From an optimization exercise on the open Yosys and OpenROAD flow, aimed at small area, a short achievable clock period and few clock cycles; shortcuts taken in it are not production practice. In this exercise RTL edits were held to simulation tests only and were not proved equivalent to the original.

## alpha
// exu
module exu(
	input wire clk,
	input wire rstn,
	input wire [19:0] ex_sig,
	input wire [31:0] ex_src1,
	input wire [31:0] ex_src2,
	input wire ex_out_valid,
	output reg [31:0] ex_result,
	output wire [2:0] ex_exception,
	output reg ex_in_valid
	);
	assign ex_exception = 3'd0;
	reg st_mul, st_fa1, st_fa2, st_dneg, st_dnorm, st_diter, st_dfix,
	    st_x0, st_lm1, st_lm2;
	wire idle = ~(st_mul | st_fa1 | st_fa2 | st_dneg | st_dnorm | st_diter |
	              st_dfix | st_x0 | st_lm1 | st_lm2);
	reg ph_sq, ph_m1;      
	reg [32:0] MA;         
	reg [31:0] A, B, Q;
	reg [32:0] P;
	reg [12:0] X;
	reg [7:0] EY0, EY1;
	reg SY, SWP, F1, FSUB, SGL;
	reg [4:0] cnt;
	reg sA, sB;
	reg o_fdiv, o_div, o_rem, o_sdiv;
	reg SIGX, SIGD;
	reg [4:0] osel;        
	reg os_cmp, os_sg, R0;
	wire [31:0] i1 = ex_src1;
	wire [31:0] i2 = ex_src2;
	wire eq31 = i1[30:0] == i2[30:0];
	wire lt31 = i1[30:0] < i2[30:0];
	wire gt31 = ~lt31 & ~eq31;
	wire feq = eq31 & (i1[31] == i2[31]);
	wire flt = (i1[31] & ~i2[31]) | (~i1[31] & ~i2[31] & lt31) | (i1[31] & i2[31] & gt31);
	wire flt_r = (i2[31] & ~i1[31]) | (~i2[31] & ~i1[31] & gt31) | (i2[31] & i1[31] & lt31);
	wire fle = ~flt_r;
	wire cmp_bit = (ex_sig[12] & feq) | (ex_sig[13] & flt) | (ex_sig[14] & fle) |
	               (ex_sig[15] & i2[31]) | (ex_sig[16] & ~i2[31]);
	wire is_cmp = |ex_sig[16:12];
	wire is_imul = |ex_sig[3:0];
	wire is_div = |ex_sig[7:4];
	wire is_fadd = ex_sig[8] | ex_sig[9];
	wire [8:0] ed = {1'b0, i1[30:23]} - {1'b0, i2[30:23]};
	wire [7:0] sm_i = ed[8] ? (i2[30:23] - i1[30:23]) : ed[7:0];
	wire fa_sy = gt31 ? i1[31] : (i2[31] ^ ex_sig[9]);
	wire [32:0] ma = MA;
	wire last = cnt == 5'd0;
	wire sd = last & sB & Q[7];
	wire [40:0] t;
	mstep mstep_u (.ma(ma), .d({sd, Q[7:0]}), .P(P), .t(t));
	wire [22:0] mymux = P[23] ? P[22:0] : {P[21:0], Q[31]};
	wire [31:0] dmin = A;
	wire [32:0] dsub = {1'b0, dmin} - {1'b0, Q};
	wire dge = ~dsub[32];
	wire [32:0] dsubh = {1'b0, dmin} - {2'b0, Q[31:1]};
	wire [33:0] c3a = {2'b0, dmin}, c3b = ~{2'b0, Q}, c3c = ~{3'b0, Q[31:1]};
	wire [33:0] c3s = c3a ^ c3b ^ c3c;
	wire [33:0] c3c2 = {(c3a[32:0] & c3b[32:0]) | (c3a[32:0] & c3c[32:0]) | (c3b[32:0] & c3c[32:0]), 1'b1};
  ...
Size in the first run: about 6,000 cells after synthesis, ~220 flip-flops, about 120 I/O pins, roughly 0.045 mm2 of cells after synthesis.
==> flow/config.mk <==
export PLATFORM = sky130hd
export DESIGN_NAME = exu
export DESIGN_NICKNAME = exu
export VERILOG_FILES = /design/flow/design.v
export SDC_FILE = /design/flow/constraint.sdc
export NUM_CORES = 4
export LEC_CHECK = 0
export ABC_CLOCK_PERIOD_IN_PS = 5000
export CAP_MARGIN = 30
export CORE_MARGIN = 2
export CORE_UTILIZATION = 45
export SETUP_SLACK_MARGIN = 4
export SLEW_MARGIN = 30
export TNS_END_PERCENT = 0
==> flow/constraint.sdc <==
create_clock -name core_clock -period 10.0 [get_ports {clk}]
set_input_delay 2.0000 -clock core_clock [delete_from_list [all_inputs] [get_ports {clk}]]
set_output_delay 2.0000 -clock core_clock [all_outputs]
set_load 0.01 [all_outputs]
standard.sh (not shown) runs the stock make flow with config.mk's settings and CLKGATE_MAP_FILE= SYNTH_SCRIPT=/design/flow/synth_recipe.tcl, a recipe that flattens the netlist after the stock synthesis.
==> flow/flow/run.sh <==
#!/bin/bash
# The standard layout (standard.sh: ORFS synthesis to finish, unchanged
# scripts and settings), with two changes to how the layout is made:
#  - port buffers are buf_2 cells (buffer_ports otherwise picks the slow
#    clkdlybuf4s50 delay cell for every input and output port);
#  - the resizer may swap cells of different footprints when it repairs
#    timing (the platform sets MATCH_CELL_FOOTPRINT = 1).
# make's full output goes to orfs_make.log in the work folder; ORFS keeps
# each tool's log under orfs/logs/.
set -euo pipefail
bash standard.sh MATCH_CELL_FOOTPRINT=0 "BUFFER_PORTS_ARGS=-buffer_cell sky130_fd_sc_hd__buf_2" finish > orfs_make.log 2>&1
alpha reached the final stage; the timing, design-rule and antenna checks on its layout passed.
Testbench counts of alpha, summed over its fixed seeds: cycles 122,462.
What beta does differently from alpha at the input level:
==> flow/run.sh (new file) <==
#!/bin/bash
# synth_recipe.tcl (not shown) runs the flow's synth.tcl, then flattens the netlist and writes it again
# the make line also repeats each setting of config.mk as NAME=value (left out here)
make -C /OpenROAD-flow-scripts/flow DESIGN_CONFIG=/design/flow/config.mk WORK_HOME=/design/flow/orfs CLKGATE_MAP_FILE= SYNTH_SCRIPT=/design/flow/synth_recipe.tcl finish
removed: flow/flow/run.sh
removed: flow/standard.sh
Results
- Both conditions hold for beta: the flow ran to the end and the final layout passed the timing, design-rule and antenna checks.
- The lower post-route standard cell area excluding fillers came out of alpha.
- Summary — global-route met1 utilization, beta relative to alpha: higher, by 5.6 points.
- alpha and beta ended up with nearly the same hold slack.
- From alpha to beta the numbers moved as follows: number of placed I/O pins did not really move; first-pass GRT wire length went up.
- The lower layout inverter count without the clock tree came out of beta.
- alpha vs beta, standard cell with the maximum stage delay on the critical path: sky130_fd_sc_hd__fa_2 vs sky130_fd_sc_hd__o21ai_1
- Relative to alpha, total number of vias has increased by 624 in beta.
What gamma does differently from beta at the input level:
Settings: swapping 0 for 10 in TNS_END_PERCENT.
[summary]
- Relative to beta, final core utilization increased by 0.38 points in gamma.
- Setup slack was higher in the run labelled gamma.
- | mean routed wirelength per cell | beta vs gamma | ≈ equal |
- Compared with beta, gamma shows a higher met3 wirelength from detailed routing.
- ~same total of fill cells in the finished design in gamma and beta
- gamma vs beta on hold slack: gamma is the lower one.
Input changes introduced in delta (baseline for comparison: gamma):
==> flow/flow/run.sh (new file) <==
#!/bin/bash
# The standard layout (standard.sh: ORFS synthesis to finish, unchanged
# scripts and settings), with two changes to how the layout is made:
#  - port buffers are buf_2 cells (buffer_ports otherwise picks the slow
#    clkdlybuf4s50 delay cell for every input and output port);
#  - the resizer may swap cells of different footprints when it repairs
#    timing (the platform sets MATCH_CELL_FOOTPRINT = 1).
# make's full output goes to orfs_make.log in the work folder; ORFS keeps
# each tool's log under orfs/logs/.
set -euo pipefail
bash standard.sh MATCH_CELL_FOOTPRINT=0 "BUFFER_PORTS_ARGS=-buffer_cell sky130_fd_sc_hd__buf_2" finish > orfs_make.log 2>&1
==> flow/standard.sh (new file) <==
#!/bin/bash
# synth_recipe.tcl (not shown) runs the flow's synth.tcl, then flattens the netlist and writes it again
# the make line also repeats each setting of config.mk as NAME=value (left out here)
make -C /OpenROAD-flow-scripts/flow DESIGN_CONFIG=/design/flow/config.mk WORK_HOME=/design/flow/orfs CLKGATE_MAP_FILE= SYNTH_SCRIPT=/design/flow/synth_recipe.tcl "${@:-finish}"
removed: flow/run.sh
--- outcome ---
delta vs gamma: clock period minus worst slack up in delta
Core utilization: delta lower than gamma
Compared to gamma, the router laid down less metal wire for delta.
Of gamma and delta, the higher maximum clock rate belongs to gamma.
Cmp gamma and delta / post-layout worst setup margin / higher: gamma

========
## run A
Another version of the RTL of exu (not shown whole).
For scale: roughly 5,700 cells after synthesis, ~220 flip-flops, about 120 I/O pins, roughly 44,000 um2 of cells after synthesis.
clock: 10.0 ns
lec_check: 0
abc_clock_period_in_ps: 5000
cap_margin: 30
core_margin: 2
core_utilization: 50
place_density: 0.7
setup_slack_margin: 4
slew_margin: 30
tns_end_percent: 10
run.sh (not shown) runs the stock make flow with config.mk's settings and CLKGATE_MAP_FILE= SYNTH_SCRIPT=/design/flow/synth_recipe.tcl, a recipe that flattens the netlist after the stock synthesis.
Stock flow here: none of the scripts above is used.
Testbench counts of run A, summed over its fixed seeds: cycles 123,756.
--- input diff run A..run B ---
# run A
export LEC_CHECK = 0
export ABC_CLOCK_PERIOD_IN_PS = 5000
export CAP_MARGIN = 30
export CORE_MARGIN = 2
export CORE_UTILIZATION = 50
export PLACE_DENSITY = 0.7
export SETUP_SLACK_MARGIN = 4
export SLEW_MARGIN = 30
export TNS_END_PERCENT = 10
create_clock -name core_clock -period 10.0 [get_ports {clk}]
# run B
export LEC_CHECK = 0
export ABC_CLOCK_PERIOD_IN_PS = 5000
export CAP_MARGIN = 30
export CORE_MARGIN = 2
export CORE_UTILIZATION = 45
export SETUP_SLACK_MARGIN = 4
export SLEW_MARGIN = 30
export TNS_END_PERCENT = 10
create_clock -name core_clock -period 10.0 [get_ports {clk}]
--- outcome ---
- From run A to run B the numbers moved as follows: maximum frequency +4.2%, wire length lost 0.43%.
- Compared with run A, in run B number of buffers added for setup after CTS saw an increase, global placement routability congestion decreased by about 0.34% relative to the old numbers.
- Cmp run B and run A / all-layer global routing usage / lower: run B
[inputs] run C vs run B
# run B
export LEC_CHECK = 0
export ABC_CLOCK_PERIOD_IN_PS = 5000
export CAP_MARGIN = 30
export CORE_MARGIN = 2
export CORE_UTILIZATION = 45
export SETUP_SLACK_MARGIN = 4
export SLEW_MARGIN = 30
export TNS_END_PERCENT = 10
create_clock -name core_clock -period 10.0 [get_ports {clk}]
# run C
export LEC_CHECK = 0
export ABC_CLOCK_PERIOD_IN_PS = 5000
export CAP_MARGIN = 30
export CORE_MARGIN = 2
export CORE_UTILIZATION = 45
export SETUP_SLACK_MARGIN = 4.5
export SLEW_MARGIN = 30
export TNS_END_PERCENT = 10
create_clock -name core_clock -period 10.0 [get_ports {clk}]
[summary]
Run C vs run B — clock skew rose 0.0081 ns. Going from run B to run C, clock buffer instance count of the final layout shrank by a few percent. Wire length of the first global-routing pass grows by a few percent when moving from run B to run C. Compared run C vs run B, and met1 layer usage reported by global route is up in run C. Between run C and run B, it is run C whose area overhead of the layout relative to synthesis is higher, by 1.7 points. Final cell count of run C is on par with run B. When run C is set beside run B, its post-cts resize count turns out to be 116 larger. Run C: full flow OK, the timing, design-rule and antenna checks passed.
diff inputs: run C => run D
# run C
export LEC_CHECK = 0
export ABC_CLOCK_PERIOD_IN_PS = 5000
export CAP_MARGIN = 30
export CORE_MARGIN = 2
export CORE_UTILIZATION = 45
export SETUP_SLACK_MARGIN = 4.5
export SLEW_MARGIN = 30
export TNS_END_PERCENT = 10
create_clock -name core_clock -period 10.0 [get_ports {clk}]
# run D
export LEC_CHECK = 0
export ABC_CLOCK_PERIOD_IN_PS = 5000
export CAP_MARGIN = 30
export CORE_MARGIN = 2
export CORE_UTILIZATION = 45
export SETUP_SLACK_MARGIN = 4
export SLEW_MARGIN = 30
export TNS_END_PERCENT = 0
create_clock -name core_clock -period 10.0 [get_ports {clk}]
- Compared run D vs run C, and worst hold slack is up in run D.
- Diff run C -> run D | via count of the first global-routing pass | down slightly
- Run D vs run C, critical path launch point: A[0]$_DFFE_PP_ vs Q[2]$_DFFE_PP_
- In run D, layout overhead on the synthesized area is lower than in run C.

========
Another version of the RTL of exu (not shown whole).
For scale: ~5,800 cells after synthesis, about 220 flip-flops, roughly 120 I/O pins, about 44,000 um^2 of cells after synthesis.
==> flow/config.mk <==
export PLATFORM = sky130hd
export DESIGN_NAME = exu
export DESIGN_NICKNAME = exu
export VERILOG_FILES = /design/flow/design.v
export SDC_FILE = /design/flow/constraint.sdc
export NUM_CORES = 4
export LEC_CHECK = 0
export ABC_CLOCK_PERIOD_IN_PS = 5000
export CAP_MARGIN = 30
export CORE_MARGIN = 2
export CORE_UTILIZATION = 45
export SETUP_SLACK_MARGIN = 4
export SLEW_MARGIN = 30
export TNS_END_PERCENT = 10
==> flow/constraint.sdc <==
create_clock -name core_clock -period 10.0 [get_ports {clk}]
set_input_delay 2.0000 -clock core_clock [delete_from_list [all_inputs] [get_ports {clk}]]
set_output_delay 2.0000 -clock core_clock [all_outputs]
set_load 0.01 [all_outputs]
standard.sh (not shown) runs the stock make flow with config.mk's settings and CLKGATE_MAP_FILE= SYNTH_SCRIPT=/design/flow/synth_recipe.tcl, a recipe that flattens the netlist after the stock synthesis.
==> flow/flow/run.sh <==
#!/bin/bash
# The standard layout (standard.sh: ORFS synthesis to finish, unchanged
# scripts and settings), with two changes to how the layout is made:
#  - port buffers are buf_2 cells (buffer_ports otherwise picks the slow
#    clkdlybuf4s50 delay cell for every input and output port);
#  - the resizer may swap cells of different footprints when it repairs
#    timing (the platform sets MATCH_CELL_FOOTPRINT = 1).
# make's full output goes to orfs_make.log in the work folder; ORFS keeps
# each tool's log under orfs/logs/.
set -euo pipefail
bash standard.sh MATCH_CELL_FOOTPRINT=0 "BUFFER_PORTS_ARGS=-buffer_cell sky130_fd_sc_hd__buf_2" finish > orfs_make.log 2>&1
The first run produced a clean layout.
Testbench counts at the start, summed over its fixed seeds: cycles 125,594.
Change:
==> flow/run.sh (new file) <==
#!/bin/bash
# synth_recipe.tcl (not shown) runs the flow's synth.tcl, then flattens the netlist and writes it again
# the make line also repeats each setting of config.mk as NAME=value (left out here)
make -C /OpenROAD-flow-scripts/flow DESIGN_CONFIG=/design/flow/config.mk WORK_HOME=/design/flow/orfs CLKGATE_MAP_FILE= SYNTH_SCRIPT=/design/flow/synth_recipe.tcl finish
removed: flow/flow/run.sh
removed: flow/standard.sh
Core utilization climbs by 0.79 points.
Area after synthesis stays the same.
Worst setup slack improves by 0.13 ns.
Final cell count barely changes.
Register-to-register slack gains 0.13 ns.

[re-timing with driven ports]
How much do the figures lean on ideal ports? The routed layouts below were timed once more, with nothing changed but the port constraints. Step 1 sets driving cells, clkbuf_16 on the clock port and buf_2 on the other inputs (assumed; they add their load-dependent delay and slew). Step 2 moves the port delays by t, midway between the first and last clock arrival at a register: inputs arrive t later, outputs are due t later. That takes back most of the time a late clock gives input paths. a / b / c = ideal ports / drivers / drivers and shift; a / b = the first two.
run	t, ns	setup WS [ns]	latest minus earliest clock arrival (ns)	worst register clock-pin slew, ns
alpha	0.672	3.704 / 3.704 / 3.637	0.039 / 0.039	0.07 / 0.07
beta	0.680	3.777 / 3.777 / 3.588	0.057 / 0.057	0.07 / 0.07
gamma	0.678	3.808 / 3.808 / 3.573	0.052 / 0.052	0.07 / 0.07
delta	0.657	3.778 / 3.778 / 3.688	0.043 / 0.043	0.07 / 0.07
run A	0.706	3.561 / 3.561 / 3.551	0.024 / 0.023	0.07 / 0.07
run B	0.709	3.821 / 3.821 / 3.327	0.018 / 0.018	0.07 / 0.07
run C	0.703	3.756 / 3.756 / 3.589	0.026 / 0.026	0.07 / 0.07
run D	0.711	3.713 / 3.713 / 3.434	0.020 / 0.020	0.07 / 0.07
the first run of note 3	0.708	3.459 / 3.459 / 3.459	0.038 / 0.038	0.07 / 0.07
the second run of note 3	0.702	3.591 / 3.591 / 3.288	0.032 / 0.031	0.08 / 0.08
After both steps setup and hold are still met in every run listed. For run B, which loses most, drivers alone change the setup slack by 0.000 ns; drivers and shift together by -0.494 ns.
